Source: an optimization exercise on an open RTL-to-GDS flow (aim: small area). Production flows keep margins and buffers that such runs may drop. Function was checked by simulation only, so behaviour that the tests miss may differ from the original. Power figures rest on the tool's default switching activity, not on a simulated workload.

==> design.v <==
`timescale 1ns / 1ps
module Scrambler(
    input wire Clk,
    input wire Reset,
	 input wire En,
    input MAC_Data,
    output wire Scrambled_data
    );
	 reg [6:0] seed;              
	 wire Xored_seed = seed[3] ^ seed [6];
	 assign Scrambled_data = Xored_seed ^ MAC_Data;	
	 always@ (posedge Clk)begin
		if (Reset || ~En) begin
			seed <= 7'b1111111; 			 
		end
		else if (En)begin
			seed <= {seed[5:0] , Xored_seed};
		end
	 end
endmodule
`timescale 1ns / 1ps
module Scrambler_control(
    input wire Clk,
    input wire MAC_Data,
    input wire Reset,
	 input wire En,
    output reg Out
    );
	 wire Scrambled_data;
	 reg start_scramble ;
	 reg [6:0] Preamble_signal_length;
	 reg [11:0] FIFO;
	 Scrambler scrambler (
    .Clk(Clk), 
    .Reset(Reset), 
    .En(start_scramble), 
    .MAC_Data(FIFO[0]), 
    .Scrambled_data(Scrambled_data)
    );
	 always@(posedge Clk) begin
		 if (~En || Reset ) begin
			Out <= 1'b0;	 
			Preamble_signal_length <= 7'b0;
			start_scramble <= 1'b0;
			FIFO <= 12'b0; 
		 end
		 else if ( Preamble_signal_length < 7'd12 )begin
			Out <= 1'b1;
			FIFO[Preamble_signal_length] <= MAC_Data;
			Preamble_signal_length <= Preamble_signal_length + 1'b1;
		 end
		 else if ( Preamble_signal_length < 7'd36 ) begin
			Out <= FIFO[0];
			FIFO <= {MAC_Data,FIFO[11:1]};
			Preamble_signal_length <= Preamble_signal_length + 1'b1; 
		 end
		 else if ( Preamble_signal_length < 7'd84 ) begin
			start_scramble <= 1'b1;	 
			Out <= Scrambled_data;
			FIFO <={MAC_Data,FIFO[11:1]};
			Preamble_signal_length <= Preamble_signal_length + 1'b1; 
		 end 
		 else begin 
			Out <= 1'b0;
			FIFO <= 12'b0;	 
		 end
	 end
endmodule
`timescale 1ns / 1ps
module Encoder(
    input wire Data,
    input wire Clk,
    input wire Reset,
	 input wire EN,
    output wire Out
    );
	 parameter datalen = 48;
	 parameter indexsize = $clog2(2*datalen); 
	 parameter FIFOsize =100;
	 reg [FIFOsize:1] FIFO,NextFIFO;  
	 reg [6:1] shift;
	 reg [indexsize:1] in_index;
    always@ (Data , FIFO , shift , in_index)begin	
			NextFIFO = FIFO >> 1;
			if (in_index >= 1 && in_index <= FIFOsize)
				NextFIFO[in_index] = (Data ^ shift[1] ^ shift[2] ^ shift[4] ^ shift[5 ]);
			if (in_index+1 <= FIFOsize)
				NextFIFO[in_index+1] = (Data ^ shift[1] ^ shift[4] ^ shift[5] ^ shift[6]);
	 end
	 always@ (posedge Clk)begin
		if(Reset == 1'b1 || ~EN)begin
			shift <= 6'b0;  
			FIFO <= {FIFOsize{1'b0}};
			in_index <= {indexsize{1'b0}};
		end
		else begin
			FIFO <= NextFIFO;
			in_index <= in_index + 1'b1;
			shift <= {Data,shift[6:2]};
		end
	 end
	 assign Out = FIFO[1];
endmodule
`timescale 1ns / 1ps
module convencoder_control(
    input Clk,
    input Reset,
    input En,
	 input Data,
    output kout
    );
	 wire encoded_data;
	 reg start_endcode ;
	 reg [5:0] Signal_length;
	 reg [3:0] Preamble_detection;
	 reg [8:0] Data_lenght;
	 wire enable;
	 Encoder conv (
    .Data(Data), 
    .Clk(Clk), 
    .Reset(Reset), 
    .EN(start_endcode), 
    .Out(encoded_data));
	 always@ (posedge Clk)begin
		if (Reset || ~En)begin 
			start_endcode <= 1'b0;
			Preamble_detection <= 4'b0;
			Signal_length <= 6'b0;
		   Data_lenght <= 9'b0;
		end
		else if (Preamble_detection < 4'd12 && Preamble_detection != 12 )begin
			if (Data)begin
				Preamble_detection <= Preamble_detection + 1'b1;
			end
			else begin
				Preamble_detection <= 4'b0;
				end
		end
		else if (Signal_length < 5'd24) begin
			Signal_length <=  Signal_length + 1'b1;
		end	
		else if(Data_lenght < 96 ) begin
			start_endcode <=1;
			Data_lenght <= Data_lenght + 1'b1;
		end
		else
			start_endcode <=0;
	 end
	 assign enable = (Signal_length == 24)? 1'b1: 1'b0;
	 assign kout = (Reset || ~En)? 1'b0 :
						(Preamble_detection < 4'd12)?((Data)?1'b1:1'b0):
						(Signal_length < 5'd24)? Data:
						(Data_lenght < 96)?encoded_data:1'b0;
endmodule
`timescale 1ns / 1ps
module interleaver(
	 input wire Clk,
	 input wire Data,
	 input wire Reset,
	 input wire EN,
	 input wire [11:0] Size,
	 output wire Out
	 );
	 parameter Ncbps = 48;
	 parameter Nbpsc = 1;
	 parameter coding_rate = 1/2;
	 parameter OFDM_symbol = 1/2;
	 reg [96:1] in_data;			 
	 wire [2:0] sym_size;		 
	 wire [8:0] index;			 
	 reg [7:0] counter;			 
	 reg [6:0] index_out;		 
	 wire [1:0] s;					 
	 reg [6:0]temp_k;				 
	 reg [6:0]temp_x;				 
	 reg [6:0]temp_i;				 
	 integer j;
	 assign s = (Nbpsc/2 > 1)?Nbpsc/2:1;     
	 assign sym_size = (counter < 95)? 2'd0:   
							 (counter < 143)? 2'd1:
							 (counter < 191)? 2'd2:2'd3;
	 always@ (posedge Clk) begin
		if (~EN || Reset)begin															 
			in_data <= 96'b0;
			counter <= 8'b0;
			index_out <= 7'b0;
			temp_k <= 7'b0;
		end
		else if(counter < 192) begin			 
			if (counter < 96)												 
				in_data[counter+1] <= Data;													 
			if(counter >= 47)
				index_out <= index_out + 1'b1;  
			else
				temp_k <= temp_k + 1'b1;  													  
			counter <= counter + 1'b1;
		end	
		else
			counter <= 8'd200; 																 
	 end  
	 assign index = lut(index_out-48*sym_size) + 48*sym_size +1; 	 
	 assign Out = (counter < 40) ? 1'b0:												 
					  (counter < 143)? in_data[index] : 1'b0;
	 function [6:0] lut;
		input [6:0] a;
		reg [6:0] f_i;
		reg [6:0] f_x;
		begin
			f_i = (Ncbps>>4)*(a[3:0])+(a>>4);
			f_x = (s == 1)? 1'b0:(f_i+Ncbps-((86*Ncbps)/256));
			lut = (a < 48) ? s*(f_i>>(s-1))+f_x : 7'd0;
		end
	 endfunction
endmodule
`timescale 1ns / 1ps
module control_interleaver(
    input Clk,
    input Reset,
    input En,
	 input Data,
    output reg Out
    );
	 wire interleaved_data ;
	 reg start_Interleaver ;
	 reg [5:0] Signal_length;
	 reg [3:0] Preamble_detection;
	 reg [8:0] Data_lenght;
	 reg [8:0] counter;
	 wire enable;
	 reg [35:0] shiftreg; 
	 wire [11:0] size;
	 assign size = 96;
	 reg [5:0] out_index;
	interleaver interleaver (
    .Clk(Clk), 
    .Data(Data), 
    .Reset(Reset), 
    .EN(start_Interleaver), 
    .Size(size), 
    .Out(interleaved_data)
    );
	 always@ (posedge Clk)begin
		if (Reset || ~En)begin 
			start_Interleaver <= 1'b0;
			Preamble_detection <= 4'b0;
			Signal_length <= 6'b0;
		   Data_lenght <= 9'b0;
			counter <= 9'b0;
			shiftreg <= 36'b0;
			Out <= 1'b0;
			out_index <= 6'b0;
		end
		else if (Preamble_detection < 4'd12 )begin
			if (Data)begin
				Preamble_detection <= Preamble_detection + 1'b1;
				Out <= 1'b0;
				shiftreg[Preamble_detection] <= 1'b1;
			end
			else begin
				Preamble_detection <= 4'b0;
				Out <= 1'b0;
				shiftreg[Preamble_detection] <= 1'b0;
				end
		end
		else if (Signal_length < 5'd24) begin
			Signal_length <=  Signal_length + 1'b1;
			shiftreg[Preamble_detection + Signal_length] <= Data;
			if (Signal_length > 5'd1)begin
				Out <= shiftreg[out_index];
				out_index <= out_index + 1'b1;
			end
		end	
		else if (Data_lenght < 9'd96 && counter < 14)begin
			counter <= counter + 1'b1;
			start_Interleaver <=1;
			Out <= shiftreg[out_index];
			out_index <= out_index + 1'b1;
		end
		else if(Data_lenght < 9'd96 && counter < 192 ) begin
			Out <= interleaved_data ;
			start_Interleaver <=1;
			Data_lenght <= Data_lenght + 1'b1;
		end
		else
			Out <= 1'b0;
	 end
	 assign enable = (Signal_length == 24)? 1'b1: 1'b0;
endmodule
`timescale 1ns / 1ps
module deinterleaver(
	 input wire Clk,
	 input wire Data,
	 input wire Reset,
	 input wire EN,
	 input wire [11:0] Size,
	 output wire Out
	 );
	 parameter Ncbps = 48;
	 parameter Nbpsc = 1;
	 parameter x = 16/Ncbps;
	 reg [96:1] in_data;
	 wire [2:0] sym_size;
	 wire [8:0] index;
	 reg [7:0] counter;
	 reg [6:0] k;
	 reg [6:0] index_out;
	 wire [1:0] s;
	 reg [6:0]temp_k;
	 reg [6:0]temp_x;
	 reg [6:0]temp_i;
	 integer j;
	 assign s = (Nbpsc/2 > 1)?Nbpsc/2:1;     
	 assign sym_size = (counter < 95)? 2'd0:
							 (counter < 143)? 2'd1:
							 (counter < 191)? 2'd2:2'd3;
	 always@ (posedge Clk) begin
		if (~EN || Reset)begin
			in_data <= 96'b0;
			counter <= 8'b0;
			index_out <= 7'b0;
			temp_k <= 7'b0;
		end
		else if(counter < 192) begin
			if (counter < 96)												 
				in_data[counter+1] <= Data;
			if(counter >= 47)
				index_out <= index_out + 1'b1;
			else
				temp_k <= temp_k + 1'b1; 
			counter <= counter + 1'b1;
		end	
		else
			counter <= 8'd200;
	 end  
	 assign index = (counter < 160)? lut(index_out-48*sym_size) + 48*sym_size +1 : 1'b0; 
	 assign Out = (counter < 40) ? 1'b0:
					  (counter < 143)? in_data[index] : 1'b0;
	 function [6:0] lut;
		input [6:0] a;
		begin
			lut = (a < 48) ? 16*a - (Ncbps-1)*((a*86)/256) : 7'd0;
		end
	 endfunction
endmodule
`timescale 1ns / 1ps
module control_deinterleaver(
    input Clk,
    input Reset,
    input En,
	 input Data,
    output reg Out
    );
	 wire deinterleaved_data ;
	 reg start_Denterleaver ;
	 reg [5:0] Signal_length;
	 reg [3:0] Preamble_detection;
	 reg [8:0] Data_lenght;
	 reg [8:0] counter;
	 wire enable;
	 reg [35:0] shiftreg; 
	 wire [11:0] size;
	 assign size = 96;
	 reg [5:0] out_index;
	 deinterleaver deinterleaver (
    .Clk(Clk), 
    .Data(Data), 
    .Reset(Reset), 
    .EN(start_Denterleaver), 
    .Size(size), 
    .Out(deinterleaved_data)
    );
	 always@ (posedge Clk)begin
		if (Reset || ~En)begin 
			start_Denterleaver <= 1'b0;
			Preamble_detection <= 4'b0;
			Signal_length <= 6'b0;
		   Data_lenght <= 9'b0;
			counter <= 9'b0;
			shiftreg <= 36'b0;
			Out <= 1'b0;
			out_index <= 6'b0;
		end
		else if (Preamble_detection < 4'd12 )begin
			if (Data)begin
				Preamble_detection <= Preamble_detection + 1'b1;
				Out <= 1'b0;
				shiftreg[Preamble_detection] <= 1'b1;
			end
			else begin
				Preamble_detection <= 4'b0;
				Out <= 1'b0;
				shiftreg[Preamble_detection] <= 1'b0;
				end
		end
		else if (Signal_length < 5'd24) begin
			Signal_length <=  Signal_length + 1'b1;
			shiftreg[Preamble_detection + Signal_length] <= Data;
			end
		else if (Data_lenght < 9'd96 && counter < 48)begin
			counter <= counter + 1'b1;
			start_Denterleaver <=1;
			if (counter > 12)begin
				Out <= shiftreg[out_index];
				out_index <= out_index + 1'b1;
			end
		end
		else if(Data_lenght < 9'd96 && counter < 192 ) begin
			Out <= deinterleaved_data ;
			start_Denterleaver <=1;
			Data_lenght <= Data_lenght + 1'b1;
		end
		else
			Out <= 1'b0;
	 end
	 assign enable = (Signal_length == 24)? 1'b1: 1'b0;
endmodule
`timescale 1ns / 1ps
module Viterbidecoder(
    input wire Data,
    input wire Clk,
	 input wire EN,
    input wire Reset,
    output wire Out
    );
	 parameter in_size = 96;
	 parameter out_sise = 48;
	 reg flag_outputmod;									 
	 reg [47:0] outreg;     							 
	 reg [10:1] counter; 								 
	 reg [in_size-1:0] FIFO;							 
	 reg [6:1] CS,NS;        
	 reg [2:1] out0,out1,cost0,cost1;   			  
	 reg flag;												  
	 always@ (posedge Clk) begin
		if (Reset == 1'b1 || ~EN)	begin
			CS <= 6'b0;
			outreg <=48'b0;
			flag_outputmod <=0;
			counter <= 10'b0;
			FIFO <= {in_size{1'b0}};
			flag <=0;
		end
		else if ( counter < in_size && flag == 0 ) begin
			FIFO[counter] <= Data;
			if (counter == in_size -1)
				flag <=1;
			else	
				counter <= counter + 1'b1;
		end
		else if ( counter < 2*in_size && flag == 1)begin
					if (counter >= in_size && counter < in_size + 48)	 
						outreg[counter-in_size] <= CS[6];
					CS <= NS;
				   FIFO <= FIFO >> 2;
					counter <= counter + 1;
		end
		else if ( counter < (2*in_size+out_sise) && flag == 1) begin
			 flag_outputmod <=1;
			 outreg <= outreg>>1;
		end
	 end
	always@(*) begin
			out0[1] = 1'b0 ^ CS[1] ^ CS[2] ^ CS[4] ^ CS[5];
			out0[2] = 1'b0 ^ CS[1] ^ CS[4] ^ CS[5] ^ CS[6];
			cost0 = (FIFO[1]^out0[1]) + (FIFO[2]^out0[2]);
			out1[1] = 1'b1 ^ CS[1] ^ CS[2] ^ CS[4] ^ CS[5];
			out1[2] = 1'b1 ^ CS[1] ^ CS[4] ^ CS[5] ^ CS[6];
			cost1 = (FIFO[1]^out1[1]) + (FIFO[2]^out1[2]); 
			if(cost0 <= cost1)
				NS = {1'b0,CS[6:2]};
			else
				NS = {1'b1,CS[6:2]};
	end
	 assign Out = outreg[0];
endmodule
`timescale 1ns / 1ps
module viterbicontrol(
    input Clk,
    input Reset,
    input En,
	 input Data,
    output reg Out
    );
	 wire viterbied_data ;
	 reg start_Viterbi ;
	 reg [5:0] Signal_length;
	 reg [3:0] Preamble_detection;
	 reg [8:0] Data_lenght;
	 reg [8:0] counter;
	 wire enable;
	 reg [35:0] shiftreg; 
	 Viterbidecoder Viterbi (
    .Data(Data), 
    .Clk(Clk), 
    .EN(start_Viterbi), 
    .Reset(Reset), 
    .Out(viterbied_data)
    );
	 always@ (posedge Clk)begin
		if (Reset || ~En)begin 
			start_Viterbi <= 1'b0;
			Preamble_detection <= 4'b0;
			Signal_length <= 6'b0;
		   Data_lenght <= 9'b0;
			counter <= 9'b0;
			shiftreg <= 36'b0;
			Out <= 1'b0;
		end
		else if (Preamble_detection < 4'd12 )begin
			if (Data)begin
				Preamble_detection <= Preamble_detection + 1'b1;
				Out <= 1'b0;
				shiftreg[Preamble_detection] <= 1'b1;
			end
			else begin
				Preamble_detection <= 4'b0;
				Out <= 1'b0;
				shiftreg[Preamble_detection] <= 1'b0;
				end
		end
		else if (Signal_length < 5'd24) begin
			Signal_length <=  Signal_length + 1'b1;
			Out <= 1'b0;
			shiftreg[Preamble_detection + Signal_length] <= Data;
		end	
		else if (Data_lenght < 9'd96 && counter < 156)begin
			Out <= 1'b0;
			start_Viterbi <=1;
			Data_lenght <= Data_lenght + 1'b1;
			counter <= counter + 1'b1;
		end
		else if(counter < 156)
			counter <= counter + 1'b1;
		else if (Signal_length == 5'd24 && counter < 192) begin
			Out <= shiftreg[0];
			shiftreg <= shiftreg >> 1 ;
			counter <= counter + 1'b1;
			Data_lenght <= 9'b0;		
		end
		else if(Data_lenght < 9'd96 && counter == 192 ) begin
			Out <= viterbied_data ;
			start_Viterbi <=1;
			Data_lenght <= Data_lenght + 1'b1;
		end
		else
			Out <= 1'b0;
	 end
	 assign enable = (Signal_length == 24)? 1'b1: 1'b0;
endmodule
`timescale 1ns / 1ps
module Descrambler(
    input wire Clk,
    input wire Reset,
    input wire Scrambled_Data,
    input wire En,
    output wire Descrambled_Data
    );
	 reg [2:0] counter_intial_seed;
	 reg [6:0] seed;
	 assign Descrambled_Data = (counter_intial_seed > 7'd6)?Scrambled_Data^seed[6]^seed[3]:1'b0;
	 always@(posedge Clk)begin
		if( ~En || Reset )begin
			seed <= 7'b0;
			counter_intial_seed <= 3'b0;
		end
		else if ( En )begin 
			if (counter_intial_seed < 3'd7)begin
				seed <= {seed[5:0],Scrambled_Data};
				counter_intial_seed <= counter_intial_seed+1;
			end 
			else 
				seed <= { seed[5:0] , seed[6]^seed[3] };
		end
	 end
endmodule
`timescale 1ns / 1ps
module Descrambler_control(
    input Clk,
    input Reset,
    input En,
	 input Data,
    output reg Out
    );
	 wire Descrambled_data;
	 reg start_Descramble ;
	 reg [5:0] Signal_length;
	 reg [3:0] Preamble_detection;
	 reg [6:0] Data_lenght;
	Descrambler descrambler (
		 .Clk(Clk), 
		 .Reset(Reset), 
		 .Scrambled_Data(Data), 
		 .En(start_Descramble), 
		 .Descrambled_Data(Descrambled_data)
		 ); 
	 always@ (posedge Clk)begin
		if (Reset || ~En)begin 
			start_Descramble <= 1'b0;
			Preamble_detection <= 4'b0;
			Signal_length <= 6'b0;
		   Data_lenght <= 7'b0;
			Out <= 1'b0;
		end
		else if (Preamble_detection < 4'd12 )begin
			if (Data)begin
				Preamble_detection <= Preamble_detection + 1'b1;
				Out <= 1'b0;
			end
			else
				Preamble_detection <= 4'b0;
		end
		else if (Signal_length < 5'd24) begin
			Signal_length <=  Signal_length + 1'b1;
			Out <= Data;
		end	
		else if(Data_lenght < 6'd48 ) begin
			Out <= Descrambled_data;
			start_Descramble <=1;
			Data_lenght <= Data_lenght + 1'b1;
		end
		else
			Out <= 1'b0;
	 end
endmodule
`timescale 1ns / 1ps
module Topmodule(
    input wire Clk,
    input wire Data,
    input wire Reset,
    input wire En,
    output reg Out
    );
	 wire Out_scrambler;
	 wire Out_descrambler;
	 wire Out_convendcoder;
	 wire Out_viterbi;
	 wire Out_interleaver;
	 wire Out_deinterleaver;
	 reg [9:0] counter;
	 Scrambler_control Scrambler (
    .Clk(Clk), 
    .MAC_Data(Data), 
    .Reset(Reset), 
    .En(En), 
    .Out(Out_scrambler)
    );
	 convencoder_control convendcoder (
    .Clk(Clk), 
    .Reset(Reset), 
    .En(En), 
    .Data(Out_scrambler), 
    .kout(Out_convendcoder)
    );
	 control_interleaver interleaved (
    .Clk(Clk), 
    .Reset(Reset), 
    .En(En), 
    .Data(Out_convendcoder), 
    .Out(Out_interleaver)
    );
	 control_deinterleaver deinterleaved (
    .Clk(Clk), 
    .Reset(Reset), 
    .En(En), 
    .Data(Out_interleaver), 
    .Out(Out_deinterleaver) 
    );
	 viterbicontrol vit (
    .Data(Out_deinterleaver), 
    .Clk(Clk), 
    .En(En), 
    .Reset(Reset), 
    .Out(Out_viterbi)
    );
	 Descrambler_control Descrambler (
    .Clk(Clk),  
    .Reset(Reset), 
    .En(En), 
    .Data(Out_viterbi), 
    .Out(Out_descrambler)
    );
	always@ (posedge Clk)begin
		if(~En || Reset) begin
			Out <= 1'b0;
			counter <= 10'b0;
		end
		else 
			Out <= Out_descrambler;
	end
endmodule
==> run.sh <==
#!/bin/bash
# synth_recipe.tcl (not shown) runs the flow's synth.tcl, then flattens the netlist and writes it again
# the make line also repeats each setting of config.mk as NAME=value (left out here)
make -C /OpenROAD-flow-scripts/flow DESIGN_CONFIG=/design/flow/config.mk WORK_HOME=/design/flow/orfs CLKGATE_MAP_FILE= SYNTH_SCRIPT=/design/flow/synth_recipe.tcl finish
==> config.mk <==
export PLATFORM = sky130hd
export DESIGN_NAME = Topmodule
export DESIGN_NICKNAME = Topmodule
export VERILOG_FILES = /design/flow/design.v
export SDC_FILE = /design/flow/constraint.sdc
export NUM_CORES = 4
export LEC_CHECK = 0
export CAP_MARGIN = 20
export CORE_MARGIN = 2
export CORE_UTILIZATION = 40
export SLEW_MARGIN = 20
==> constraint.sdc <==
create_clock -name core_clock -period 12.0 [get_ports {Clk}]
set_input_delay 2.4000 -clock core_clock [delete_from_list [all_inputs] [get_ports {Clk}]]
set_output_delay 2.4000 -clock core_clock [all_outputs]
set_load 0.01 [all_outputs]
==> metrics.md, run 1 <==
| Metric | Value |
|---|---|
| Yosys warns | `13` |
| H-tree depth | `3` |
| Final instance area | `50500 um^2` |
| CP delay by family, top | `adder cells` |
| TritonCTS clock tree | `yes` |
| Worst-Skew Late Latency | `roughly 670 ps` |
| Util after Layout | `roughly 44%` |
| Pwr dens | `around 110 nW/um^2` |
| Worst hold slack | `between 400 and 500 ps` |
| Post-DP HPWL | `~83000 um` |
| Clk buf depth | `3` |
| Root buf cell | `clkbuf_16` |
| Initial DRC Count | `3715` |
| Slowest CP cell | `dfxtp_1` |
| DR DRC count | `0` |
| Syn_area_per_cell | `around 7.9 um^2` |
| Initial Util | `approximately two fifths` |
| Die area | `~120000 um^2` |
| # nets final | `roughly 5800` |
| Share of layout cells above drive strength 1 | `under 10%` |
| Minimum clock period after layout | `between 10000 and 15000 ps` |
| Die width | `between 300 and 400 um` |
| Bufs and invs on worst path | `7` |
| Max_slew headroom | `approximately a fifth` |
| Routed wire length | `approximately 130000 um` |
| Tot GR Track Use | `21.1%` |
| Final Skew | `~21 ps` |
| FMAX | `a little over 90 MHz` |
| Sequential area share after synthesis | `about a third` |
| Detailed-route via count | `~42000` |
| CTS Sinks | `~800` |
| Crit end category | `flip-flop` |
| Fin. Hold Viols | `0` |
| HP Class | `flip-flop to flip-flop` |
| Startpoint types | `flip-flop` |
| Row Count | `124` |
| Worst Path Arrival | `11550 ps` |
| First-pass GRT wire length | `210000 um` |
| Vert. Die Dim | `roughly 340 um` |
| Most frequent cell on the critical path | `ha_1` |
| Final setup viols | `0` |
| Placed Area | `47200 um^2` |
| TritonRoute pass-1 iters | `6` |
| Antenna violations before repair | `1` |
| I/O pin count | `5` |
| Area Overhead vs Synth | `9.01%` |
| Core Region | `~110000 um^2` |
| Largest net degree at the start of global routing | `a little under 100` |
| Hold-fix buffers at CTS | `0` |
| MaxCap Viol Count | `0` |
| Vias in the first global route | `38600` |
| Vias per inst | `between 5 and 6` |
| Worst-margin pin slew | `roughly 1200 ps` |
| RSZ-0062 raised after global routing | `false` |
| Number of synthesized flops with an enable pin | `0` |
| Crit Path Max Fanout | `14` |
| Status | `timing/DRC/antenna clean` |
| Leakage power | `approximately 17 nW` |
| Slowest cell delay on critical path | `between 500 and 600 ps` |
| Wire per inst | `18.0 um` |
| Num CTS Buffers | `94` |
| Setup Buffers After CTS | `0` |
| Clk slew on worst S/H paths | `approximately 60 ps` |
| Final ANT Viol Nets | `0` |
| Asr flop ratio synth | `0%` |
| CP required | `12570 ps` |
| Post-synth top flop | `dfxtp_1` |
| Placer congestion estimate | `slightly below 0.9` |
| Post-synthesis net count | `~6000` |
| Setup total negative slack | `0 ps` |
| Total power | `5.62 mW` |
| Post-Syn Area | `roughly 46000 um^2` |
| Final worst-path cycle share | `between 90 and 100%` |
| Overflow after GRT | `0` |
| #FFs+latches synth | `~800` |
| Max VDD drop | `0.0000933 V` |
| Port bufs | `4` |
| Slew Limit Fails | `0` |
| Synth unique cells | `about 100` |
| Syn Inst Count | `just under 6000` |
| CP Class | `flip-flop to flip-flop` |
## cells in the mapped netlist (11+ instances only)
cell | count | area share, %
xor2_1 | 90 | 1.7
o221ai_1 | 20 | 0.38
nand2_1 | 779 | 6.3
or3_1 | 87 | 1.2
mux2i_1 | 229 | 4.9
a31oi_1 | 122 | 1.6
ha_1 | 160 | 4.3
mux2_2 | 57 | 1.4
dfxtp_1 | 783 | 34
clkbuf_1 | 372 | 3.0
o21ai_0 | 400 | 4.3
nor2b_1 | 32 | 0.43
o22ai_1 | 19 | 0.26
nand3b_1 | 14 | 0.23
nand3_1 | 248 | 2.7
a32oi_1 | 16 | 0.30
xnor2_1 | 110 | 2.1
a32o_1 | 15 | 0.32
or4_1 | 13 | 0.21
nor2_1 | 535 | 4.3
nand2b_1 | 52 | 0.70
a211oi_1 | 84 | 1.4
buf_2 | 20 | 0.22
o311ai_0 | 11 | 0.21
o31ai_1 | 55 | 0.89
nor4_1 | 35 | 0.47
a221oi_1 | 56 | 1.1
a21o_1 | 38 | 0.62
and2_1 | 57 | 0.77
a21oi_1 | 519 | 5.6
mux4_2 | 38 | 1.8
inv_1 | 139 | 1.1
nand4_1 | 103 | 1.4
o21ai_1 | 13 | 0.14
nor3_1 | 130 | 1.4
nor4_2 | 20 | 0.54
buf_1 | 28 | 0.23
and3_1 | 41 | 0.55
fa_1 | 24 | 1.0
o21a_1 | 18 | 0.29
o211ai_1 | 39 | 0.63
## metal layers
| layer | GRT usage [%] | wire, um | vias to the layer above |
|---|---|---|---|
| li1 | - | - | 20600 |
| met1 | 30.3 | 61600 | 20200 |
| met2 | 33.2 | 57800 | 1192 |
| met3 | 2.84 | 7310 | 214 |
| met4 | 5.67 | 2940 | 0 |
| met5 | 0 | 0 | - |
## logic make-up (layout without fill, tap and decap cells)
group                      after synthesis  after routing  share of synthesized area [%]
DFF                                    783            783                           33.8
other                                    0              1                              0
buffers and inverters                  574            385                           4.83
AOI/OAI and AO/OA                     1580           1580                           21.2
and+or+nand+nor                       2211           2211                           22.4
xor gates and xnor gates               208            208                           4.13
muxes                                  326            326                           8.23
adders and majority gates              184            184                           5.36
## sequential cells by signal (all words and copies together) (netlist names), 19 cells and up, named ones only
| register | flops |
|---|---|
| convendcoder.conv.FIFO | 100 |
| deinterleaved.deinterleaver.in_data | 96 |
| interleaved.interleaver.in_data | 96 |
| vit.Viterbi.FIFO | 95 |
| vit.Viterbi.outreg | 48 |
| deinterleaved.shiftreg | 19 |
| interleaved.shiftreg | 19 |
| vit.shiftreg | 19 |
## repair_timing
action	CTS	global route
hold endpoints to repair	0	0
resized for setup	0	1
setup endpoints to repair	0	1
## layout make-up
type | instances | area (um^2)
Antenna cell | 1 | 2.50
Clock buffer | 133 | 2740
Clock inverter | 39 | 450
Fill cell | 11300 | 64200
Inverter | 143 | 537
Multi-Input combinational cell | 4509 | 28600
Sequential cell | 783 | 15700
Tap cell | 1512 | 1890
Timing Repair Buffer | 70 | 588
## per-stage QoR
stage / instances / setup slack (ps)
final: 7190 / 1010
after global routing: 7189 / 181
after CTS: 7183 / 888
after detailed placement: 7011 / 931
after global placement: 7010 / 1140
after floorplan: 5866 / 2220
## power by group
part           switching (mW)  total [mW]  internal, mW
Combinational          0.0407      0.0528        0.0121
Sequential            0.00213        2.60          2.60
Clock                    1.21        2.96          1.75
Total                    1.25        5.62          4.36
## worst register-to-register path, delay by kind of cell, from the launching register on
family | cells | cell delay [ps]
adders and majority gates | 13 | 4780
and+or+nand+nor | 15 | 2570
xor gates and xnor gates | 4 | 1280
AOI/OAI and AO/OA | 5 | 1230
DFF | 1 | 590
buffers and inverters | 7 | 420
## worst paths after layout
check                                         start                           to  slack, ps  cells after the start
max          deinterleaved.deinterleaver.counter[0]            deinterleaved.Out       1010                     44
min                     Scrambler.scrambler.seed[1]  Scrambler.scrambler.seed[2]        410                      1
max reg2reg  deinterleaved.deinterleaver.counter[0]            deinterleaved.Out       1010                     44
min reg2reg             Scrambler.scrambler.seed[1]  Scrambler.scrambler.seed[2]        410                      1
## placed cells by master, fill, tap and decap left out, drive strengths merged, types with 12 or more instances in the layout
master,netlist,routed
nor3,137,137
o221ai,20,20
mux2i,229,229
clkbuf,372,133
nand3,248,248
xor2,91,91
a21o,38,38
o31ai,63,63
mux2,59,59
dfxtp,783,783
nor2b,32,32
a31oi,122,122
and3,41,41
clkinv,3,24
or3,88,88
or4,16,16
buf,59,66
nand2b,52,52
a32oi,16,16
nand3b,14,14
nor2,540,540
o211ai,46,46
inv,140,146
a32o,15,15
a31o,15,15
o21ai,414,414
fa,24,24
nand2,780,780
o22ai,19,19
mux4,38,38
a21oi,520,520
xnor2,112,112
nand4,104,104
ha,160,160
a211oi,84,84
a221oi,57,57
and2,60,60
or2,12,12
nor4,56,56
o21a,18,18
==> run 2, diff against run 1 <==
==> design.v (replaced) <==
module Topmodule(
    input wire Clk,
    input wire Data,
    input wire Reset,
    input wire En,
    output reg Out
    );
    wire rst = Reset | ~En;
    reg [8:0] cnt;
    wire sat = cnt[8] & cnt[7];             
    always @(posedge Clk)
        if (rst) cnt <= 9'd0;
        else if (!sat) cnt <= cnt + 1'b1;
    reg [68:0] r;
    wire ins = (cnt < 9'd69);
    wire clr = (cnt >= 9'd276) && (cnt <= 9'd300);
    always @(posedge Clk)
        r <= {r[67:0], ins ? Data : (r[68] & ~clr)};
    reg [4:0] q;                            
    always @(posedge Clk)
        q <= {q[3:0], Out};
    wire cs6 = Out, cs5 = q[0], cs4 = q[1], cs2 = q[3], cs1 = q[4];
    wire o1 = cs1 ^ cs2 ^ cs4 ^ cs5;
    wire o2 = cs1 ^ cs4 ^ cs5 ^ cs6;
    wire [4:0] u = cnt[4:0];
    wire sigw = (cnt >= 9'd272) && (cnt <= 9'd294);
    wire datw = (cnt >= 9'd320) && (cnt <= 9'd343);
    wire l26 = r[65], l25 = r[66], l24 = r[67], l23 = r[68];
    wire l22 = r[0],  l21 = r[1],  l20 = r[2],  l19 = r[3];
    wire e3 = r[19], e2 = r[20], e1 = r[21], e0 = r[22];
    wire em1 = r[23], em2 = r[24], em3 = r[25], em4 = r[26];
    wire A25 = l25 ^ l23 ^ l22 ^ l20 ^ l19;
    wire B25 = l25 ^ l24 ^ l23 ^ l22 ^ l19;
    wire A26 = l26 ^ l24 ^ l23 ^ l21 ^ l20;
    wire B26 = l26 ^ l25 ^ l24 ^ l23 ^ l20;
    wire A3  = e3 ^ e1 ^ e0 ^ em2 ^ em3;
    wire B2  = e2 ^ e1 ^ e0 ^ em1 ^ em4;
    localparam [23:0] K1 = 24'b110000010011111100000011;
    localparam [23:0] K2 = 24'b101111000111011001110010;
    reg p1, p2;                             
    always @(*) begin
        case (u)
            5'd0, 5'd3, 5'd6, 5'd9, 5'd12, 5'd15, 5'd18, 5'd21: begin p1 = 1'b1; p2 = 1'b0; end
            5'd1, 5'd4, 5'd7, 5'd10, 5'd13, 5'd16, 5'd19, 5'd22: begin p1 = 1'b0; p2 = 1'b1; end
            default: begin p1 = 1'b0; p2 = 1'b0; end
        endcase
    end
    wire F1 = ((u == 5'd1) ? A26 : p1 ? A25 : B2) ^ K1[u];
    wire F2 = ((u == 5'd0 || u == 5'd1) ? B26 : p2 ? B25 : A3) ^ K2[u];
    wire b  = (F1 ^ o1) & (F2 ^ o2);
    always @(posedge Clk)
        Out <= ~rst & ((sigw & r[64]) | (datw & b));
endmodule
==> metrics.md, run 2 <==
| Metric | Value |
|---|---|
| Status | `timing/DRC/antenna clean` |
| Detailed-route via count | `1528` |
| Syn Inst Count | `roughly 230` |
| Synth unique cells | `48` |
| Top cells by area, synth | `dfxtp_1 62%, xnor2_1 4.7%, ha_1 3.2%` |
| RSZ-0062 raised after global routing | `false` |
| Sequential area share after synthesis | `between 60 and 70%` |
| Slowest cell delay on critical path | `just over 400 ps` |
| Crit Path Max Fanout | `11` |
| Startpoint types | `input port` |
| DP Worst Slack | `around 7500 ps` |
| Worst-Skew Late Latency | `350 ps` |
| Post-synth top flop | `dfxtp_1` |
| #FFs+latches synth | `86` |
| Final worst-path cycle share | `about 34%` |
| CP required | `approximately 12000 ps` |
| Yosys warns | `1` |
| Pwr dens | `about 170 nW/um^2` |
| Most common cell after layout, fill and taps aside | `dfxtp_1` |
| Die width | `87.2 um` |
| Util after Layout | `a little under half` |
| Initial DRC Count | `51` |
| MaxCap Viol Count | `0` |
| Asr flop ratio synth | `0%` |
| Leakage power | `around 1.2 nW` |
| Final Skew | `slightly above 10 ps` |
| Cells along the critical path | `clkdlybuf4s50_1 -> nand2b_1 -> a21oi_1 -> inv_1 -> ha_1 -> nor4_1 -> a211o_1 -> o22ai_2` |
| Largest net degree at the start of global routing | `16` |
| Syn_area_per_cell | `about 12 um^2` |
| H-tree depth | `3` |
| I/O pin count | `5` |
| Yosys top cell by area | `dfxtp_1` |
| Number of synthesized flops with an enable pin | `0` |
| Worst Path Arrival | `around 4300 ps` |
| Most frequent cells in the layout | `86 x dfxtp_1, 15 x xnor2_1, 11 x nand2_1` |
| Max_slew headroom | `52.8%` |
| Worst-margin pin slew | `slightly below 700 ps` |
| DR DRC count | `0` |
| Initial Util | `~41%` |
| Non-filler instance count after layout | `about 320` |
| CP Class | `input port to flip-flop` |
| Reg with most FFs | `r` |
| Num CTS Buffers | `9` |
| Vias in the first global route | `around 1500` |
| First-pass GRT wire length | `around 7000 um` |
| Tot GR Track Use | `between 10 and 15%` |
| Setup total negative slack | `0 ps` |
| Max VDD drop | `approximately 0.000056 V` |
| Cell with the most instances after synthesis | `dfxtp_1` |
| Flip-flop count of the largest register after layout | `between 60 and 70` |
| TritonRoute pass-1 iters | `4` |
| Bufs and invs on worst path | `2` |
| Minimum clock period after layout | `4100 ps` |
| Share of layout cells above drive strength 1 | `between 10% and 20%` |
| Total power | `a little over 0.5 mW` |
| Fin. Hold Viols | `0` |
| Post-route worst setup slack | `7900 ps` |
| N_diodes | `0` |
| Synth top area share | `between 60% and 70%` |
| # nets final | `247` |
| Filler instances | `a little over 600` |
| Clk slew on worst S/H paths | `roughly 90 ps` |
| CTS Sinks | `86` |
| Antenna violations before repair | `0` |
| Largest regs | `r (69), cnt (9), q (5)` |
| Vert. Die Dim | `roughly 87 um` |
| Final ANT Viol Nets | `0` |
| Routed wire length | `about 3900 um` |
| Core Region | `6760 um^2` |
| Final setup viols | `0` |
| FMAX | `244 MHz` |
| Root buf cell | `clkbuf_8` |
| Slowest CP cell | `clkdlybuf4s50_1` |
| Synth top cells by count | `86 x dfxtp_1, 15 x xnor2_1, 11 x nand2_1, 10 x nor2_1, 9 x xor2_1` |
| Post-DP HPWL | `approximately 2700 um` |
| Crit end category | `flip-flop` |
| Setup Buffers After CTS | `0` |
| Cells after DPL | `between 300 and 400` |
| Post-CTS sizing | `0` |
| Vias per inst | `4.76` |
| Row Count | `30` |
| Clk buf depth | `2` |
| Wire per inst | `12.3 um` |
| Hold-fix buffers at CTS | `0` |
| Placer congestion estimate | `roughly 0.75` |
| Post-Syn Area | `2770 um^2` |
| Die area | `around 7600 um^2` |
| Post-synthesis net count | `~240` |
| CP delay by family, top | `simple AND/OR/NAND/NOR gates` |
| Area Overhead vs Synth | `10.7%` |
| TritonCTS clock tree | `yes` |
| Slew Limit Fails | `0` |
| Port bufs | `4` |
| Overflow after GRT | `0` |
| HP Class | `flip-flop to flip-flop` |
-- run 2: layout make-up --
type	count	area, um^2	area share, %
timing repair buffer	4	40.0	1.30
clock buffer	10	128	4.16
sequential	86	1720	56.1
tap	80	100	3.26
clock inverter	6	71.3	2.32
multi-input combinational	127	978	31.9
inverter	8	30.0	0.978
-- run 2: report_power, final --
group | leakage [nW] | switching, mW | internal [mW]
Sequential | 0.714 | 0.00429 | 0.295
Combinational | 0.411 | 0.00852 | 0.0105
Clock | 0.0931 | 0.0989 | 0.0976
-- run 2: kinds of logic (layout without fill, tap and decap cells) --
kind of cell / count (synthesis) / count (layout) / share of synthesized area (%)
xor+xnor: 28 / 28 / 10.7
mux: 6 / 6 / 2.26
flops: 86 / 86 / 62.1
compound gates: 31 / 31 / 8.13
fa+ha+maj: 7 / 7 / 3.16
simple gates: 55 / 55 / 11.1
buf+inv: 15 / 28 / 2.57
-- run 2: metal layers --
metal | track usage [%] | routed length [um] | share of wire, %
met5 | 0 | 0 | 0
met4 | 6.29 | 86 | 2.2
met1 | 17.2 | 2080 | 53
met2 | 16.7 | 1630 | 41
met3 | 4.27 | 143 | 3.6
-- run 2: final timing paths --
path,end,cells after the start,startpoint,slack (ps)
setup / recovery,p1,8,Reset,7900
hold reg to reg,r[28],0,r[27],320
setup reg to reg,p1,9,cnt[1],9780
hold / removal,r[28],0,r[27],320
-- run 2: through the flow --
step,hold slack (ps),cell area [um^2]
5_1_grt,331,3070
3_3_place_gp,311,2870
6_report,321,3070
4_1_cts,326,3070
3_5_place_dp,312,2870
2_1_floorplan,310,2770
==> run 3, diff against run 2 <==
==> design.v (replaced) <==
module Topmodule(
    input wire Clk,
    input wire Data,
    input wire Reset,
    input wire En,
    output reg Out
    );
    wire rst = Reset | ~En;
    reg [8:0] cnt;
    wire sat = cnt[8] & cnt[7];
    always @(posedge Clk)
        if (rst) cnt <= 9'd0;
        else if (!sat) cnt <= cnt + 1'b1;
    reg [6:0] L;
    always @(posedge Clk)
        L <= {L[5:0], Data};
    reg [53:0] r;
    wire ins0  = (cnt <= 9'd47);
    wire in0   = Data & (cnt >= 9'd25);
    wire ins6  = (cnt <= 9'd22);
    wire ins30 = (cnt >= 9'd47) && (cnt <= 9'd70);
    wire b;
    always @(posedge Clk)
        r <= {r[52:30], ins30 ? b : r[29], r[28:6], ins6 ? Data : r[5], r[4:0], ins0 ? in0 : r[53]};
    wire l26 = Data, l25 = L[0], l24 = L[1], l23 = L[2];
    wire l22 = L[3], l21 = L[4], l20 = L[5], l19 = L[6];
    wire e3  = r[22], e2  = r[23], e1  = r[24], e0  = r[25];
    wire em1 = r[26], em2 = r[27], em3 = r[28], em4 = r[29];
    wire A25 = l25 ^ l23 ^ l22 ^ l20 ^ l19;
    wire B25 = l25 ^ l24 ^ l23 ^ l22 ^ l19;
    wire A26 = l26 ^ l24 ^ l23 ^ l21 ^ l20;
    wire B26 = l26 ^ l25 ^ l24 ^ l23 ^ l20;
    wire A3  = e3 ^ e1 ^ e0 ^ em2 ^ em3;
    wire B2  = e2 ^ e1 ^ e0 ^ em1 ^ em4;
    wire cs6 = r[30] & (cnt >= 9'd48);
    wire cs5 = r[31] & (cnt >= 9'd49);
    wire cs4 = r[32] & (cnt >= 9'd50);
    wire cs2 = r[34] & (cnt >= 9'd52);
    wire cs1 = r[35] & (cnt >= 9'd53);
    wire o1 = cs1 ^ cs2 ^ cs4 ^ cs5;
    wire o2 = cs1 ^ cs4 ^ cs5 ^ cs6;
    wire [8:0] jj = cnt - 9'd47;           
    wire [4:0] u = jj[4:0];
    localparam [23:0] K1 = 24'b110000010011111100000011;
    localparam [23:0] K2 = 24'b101111000111011001110010;
    reg p1, p2;                             
    always @(*) begin
        case (u)
            5'd0, 5'd3, 5'd6, 5'd9, 5'd12, 5'd15, 5'd18, 5'd21: begin p1 = 1'b1; p2 = 1'b0; end
            5'd1, 5'd4, 5'd7, 5'd10, 5'd13, 5'd16, 5'd19, 5'd22: begin p1 = 1'b0; p2 = 1'b1; end
            default: begin p1 = 1'b0; p2 = 1'b0; end
        endcase
    end
    wire F1 = ((u == 5'd1) ? A26 : p1 ? A25 : B2) ^ K1[u];
    wire F2 = ((u == 5'd0 || u == 5'd1) ? B26 : p2 ? B25 : A3) ^ K2[u];
    assign b = (F1 ^ o1) & (F2 ^ o2);
    always @(*)
        Out = ((cnt >= 9'd273) && (cnt <= 9'd295) && r[8]) |
              ((cnt >= 9'd321) && (cnt <= 9'd344) && r[33]);
endmodule
==> metrics.md, run 3 <==
| Metric | Value |
|---|---|
| Status | `timing/DRC/antenna clean` |
| Num CTS Buffers | `9` |
| First-pass GRT wire length | `just over 8000 um` |
| Placed Area | `around 2800 um^2` |
| Fin. Hold Viols | `0` |
| Sequential area share after synthesis | `between 50% and 60%` |
| #FFs+latches synth | `70` |
| Row Count | `30` |
| Routed wire length | `4700 um` |
| Leakage power | `between 1 and 1.5 nW` |
| DR DRC count | `0` |
| Post-synth top flop | `dfxtp_1` |
| Worst-margin pin slew | `~900 ps` |
| Minimum clock period after layout | `approximately 5300 ps` |
| Synth top area share | `51.5%` |
| Area Overhead vs Synth | `11.3%` |
| HP Class | `flip-flop to flip-flop` |
| Placer congestion estimate | `0.824` |
| Largest regs | `r (54), cnt (9), L (7)` |
| Share of layout cells above drive strength 1 | `under 10%` |
| Synth top cells by count | `70 x dfxtp_1, 23 x xnor2_1, 14 x nand2_1, 13 x nor2_1, 12 x xor2_1` |
| Number of synthesized flops with an enable pin | `0` |
| Worst-Skew Late Latency | `340 ps` |
| MaxCap Viol Count | `0` |
| FMAX | `approximately 190 MHz` |
| H-tree depth | `3` |
| Slew Limit Fails | `0` |
| Pwr dens | `approximately 170 nW/um^2` |
| TritonRoute pass-1 iters | `5` |
| Cell with the most instances after synthesis | `dfxtp_1` |
| N_diodes | `0` |
| Most frequent cells in the layout | `70 x dfxtp_1, 23 x xnor2_1, 14 x nand2_1` |
| I/O pin count | `5` |
| Syn_area_per_cell | `between 10 and 15 um^2` |
| Die area | `7480 um^2` |
| Port bufs | `4` |
| Die width | `between 80 and 90 um` |
| Reg with most FFs | `r` |
| Max_slew headroom | `between 40% and 50%` |
| Final instance area | `approximately 3000 um^2` |
| Top cells by area, synth | `dfxtp_1 52%, xnor2_1 7.4%, xor2_1 3.9%` |
| Pint | `about 0.4 mW` |
| NetSw | `just over 0.1 mW` |
| Min-delay src | `r[14]` |
| Yosys warns | `1` |
| Crit Path Max Fanout | `16` |
| Final setup viols | `0` |
| # nets final | `270` |
| Wire per inst | `around 14 um` |
| RSZ-0062 raised after global routing | `false` |
| Setup total negative slack | `0 ps` |
| Startpoint types | `flip-flop` |
| Largest net degree at the start of global routing | `26` |
| Antenna violations before repair | `0` |
| Switching Share | `about 20%` |
| Most common cell after layout, fill and taps aside | `dfxtp_1` |
| Filler instances | `roughly 640` |
| Max VDD drop | `0.0000953 V` |
| Final ANT Viol Nets | `0` |
| CP required | `approximately 9600 ps` |
| Root buf cell | `clkbuf_8` |
| Hold-fix buffers at CTS | `0` |
| Tot GR Track Use | `about 14%` |
| Worst Path Arrival | `approximately 2900 ps` |
| FF-to-FF Start | `cnt[0]` |
| Initial DRC Count | `a little under 80` |
| Crit end category | `output pin` |
| CTS Sinks | `70` |
| Overflow after GRT | `0` |
| CP startpoint | `cnt[0]` |
| Syn Inst Count | `261` |
| Yosys top cell by area | `dfxtp_1` |
| Post-Syn Area | `about 2700 um^2` |
| Final worst-path cycle share | `between 40 and 50%` |
| Post-CTS sizing | `0` |
| Clk slew on worst S/H paths | `~70 ps` |
| Vias in the first global route | `roughly 1700` |
| Synth unique cells | `55` |
| Clk buf depth | `2` |
| Initial Util | `between 40% and 50%` |
| Vias per inst | `5.13` |
| TritonCTS clock tree | `yes` |
| Post-DP HPWL | `around 3200 um` |
| Vert. Die Dim | `between 80 and 90 um` |
| Power share of the clock group | `44.8%` |
| CP Class | `flip-flop to output pin` |
| Seq pwr share | `between 40% and 50%` |
| Core Region | `6680 um^2` |
| Final Skew | `about 4.8 ps` |
| Logic gate share of total power | `under 10%` |
| Detailed-route via count | `roughly 1800` |
| Flip-flop count of the largest register after layout | `54` |
| Asr flop ratio synth | `0%` |
| Post-synthesis net count | `between 200 and 300` |
| Setup Buffers After CTS | `0` |
==> run 3: layout make-up <==
class / count / area, um^2 / area share [%]
tap: 80 / 100 / 3.31
multi-input combinational: 169 / 1220 / 40.3
sequential: 70 / 1400 / 46.3
inverter: 5 / 18.8 / 0.620
clock inverter: 5 / 106 / 3.51
clock buffer: 11 / 141 / 4.67
timing repair buffer: 4 / 40.0 / 1.32
==> run 3: worst max-delay path, stage by stage (launching register included) <==
cell,delay (ps)
dfxtp_1,670
ha_1,350
or4_4,180
nor2_4,40
or3b_2,460
a21o_1,180
o211ai_1,100
clkdlybuf4s50_1,570
==> run 3: cell families after synthesis <==
group	after synthesis	share of synthesized area, %
AND/OR/NAND/NOR	71	14.7
flip-flops	70	51.5
AO/OA/AOI/OAI	50	12.5
XOR/XNOR	37	12.9
buffers and inverters	22	3.63
adder cells (fa/ha/maj)	7	3.22
multiplexers	4	1.52
==> run 3: worst paths after layout <==
check | to | slack, ps | cells past startpoint
worst max-delay path | Out | 6710 | 7
worst min-delay path | r[15] | 330 | 0
worst max register to register | r[30] | 8510 | 9
worst min register to register | r[15] | 330 | 0
==> run 3: per-stage QoR <==
stage	std cells	hold slack [ps]	util [%]	setup WS (ps)	power (mW)
2_1_floorplan	261	310	-	7720	0.278
3_3_place_gp	328	311	41.6	7110	0.285
3_5_place_dp	328	312	41.6	7090	0.285
4_1_cts	344	325	45.3	6680	0.515
5_1_grt	344	330	45.3	6560	0.529
6_report	344	327	45.3	6710	0.506
==> run 3: power groups by stage <==
stage / logic (mW) / clock network (mW) / registers [mW]
6_report: 0.0310 / 0.227 / 0.248
5_1_grt: 0.0349 / 0.245 / 0.249
3_3_place_gp: 0.0313 / 0 / 0.253
4_1_cts: 0.0314 / 0.235 / 0.248
3_5_place_dp: 0.0312 / 0 / 0.254
2_1_floorplan: 0.0269 / 0 / 0.251
==> run 3: routing by layer <==
metal,up-vias,share of wire [%],global-route usage (%)
met5,-,0,0
met4,0,1.7,7.67
met3,8,3.2,4.29
met2,24,44,20.1
met1,818,51,19.6
li1,913,-,-

[separate check: timing with driven ports]
How much do the figures lean on ideal ports? The routed layouts below were timed once more, with nothing changed but the port constraints.
Step 1, drivers: a clkbuf_16 drives Clk and a buf_2 each remaining input, both assumed.
Step 2, shift: input delay + t, output delay - t, t = (earliest + latest rising clock arrival at the registers) / 2. This alone moves slack from input paths to output paths.
Slacks: ideal / step 1 / step 2; pairs: ideal / step 1.
| run | shift t [ns] | setup slack, ns | worst setup path at the end | latest minus earliest clock arrival (ns) | worst slew at a driven data input, ns |
|---|---|---|---|---|---|
| run 1 | 0.735 | 1.015 / 1.015 / 1.015 | register to register | 0.027 / 0.026 | 0.06 |
| run 2 | 0.369 | 7.904 / 7.910 / 7.541 | input to register | 0.011 / 0.012 | 0.03 |
| run 3 | 0.364 | 6.709 / 6.681 / 7.045 | register to output | 0.005 / 0.005 | 0.03 |
After both steps setup and hold are still met in every run listed. For run 2, which loses most, drivers alone change the setup slack by +0.006 ns; drivers and shift together by -0.363 ns.
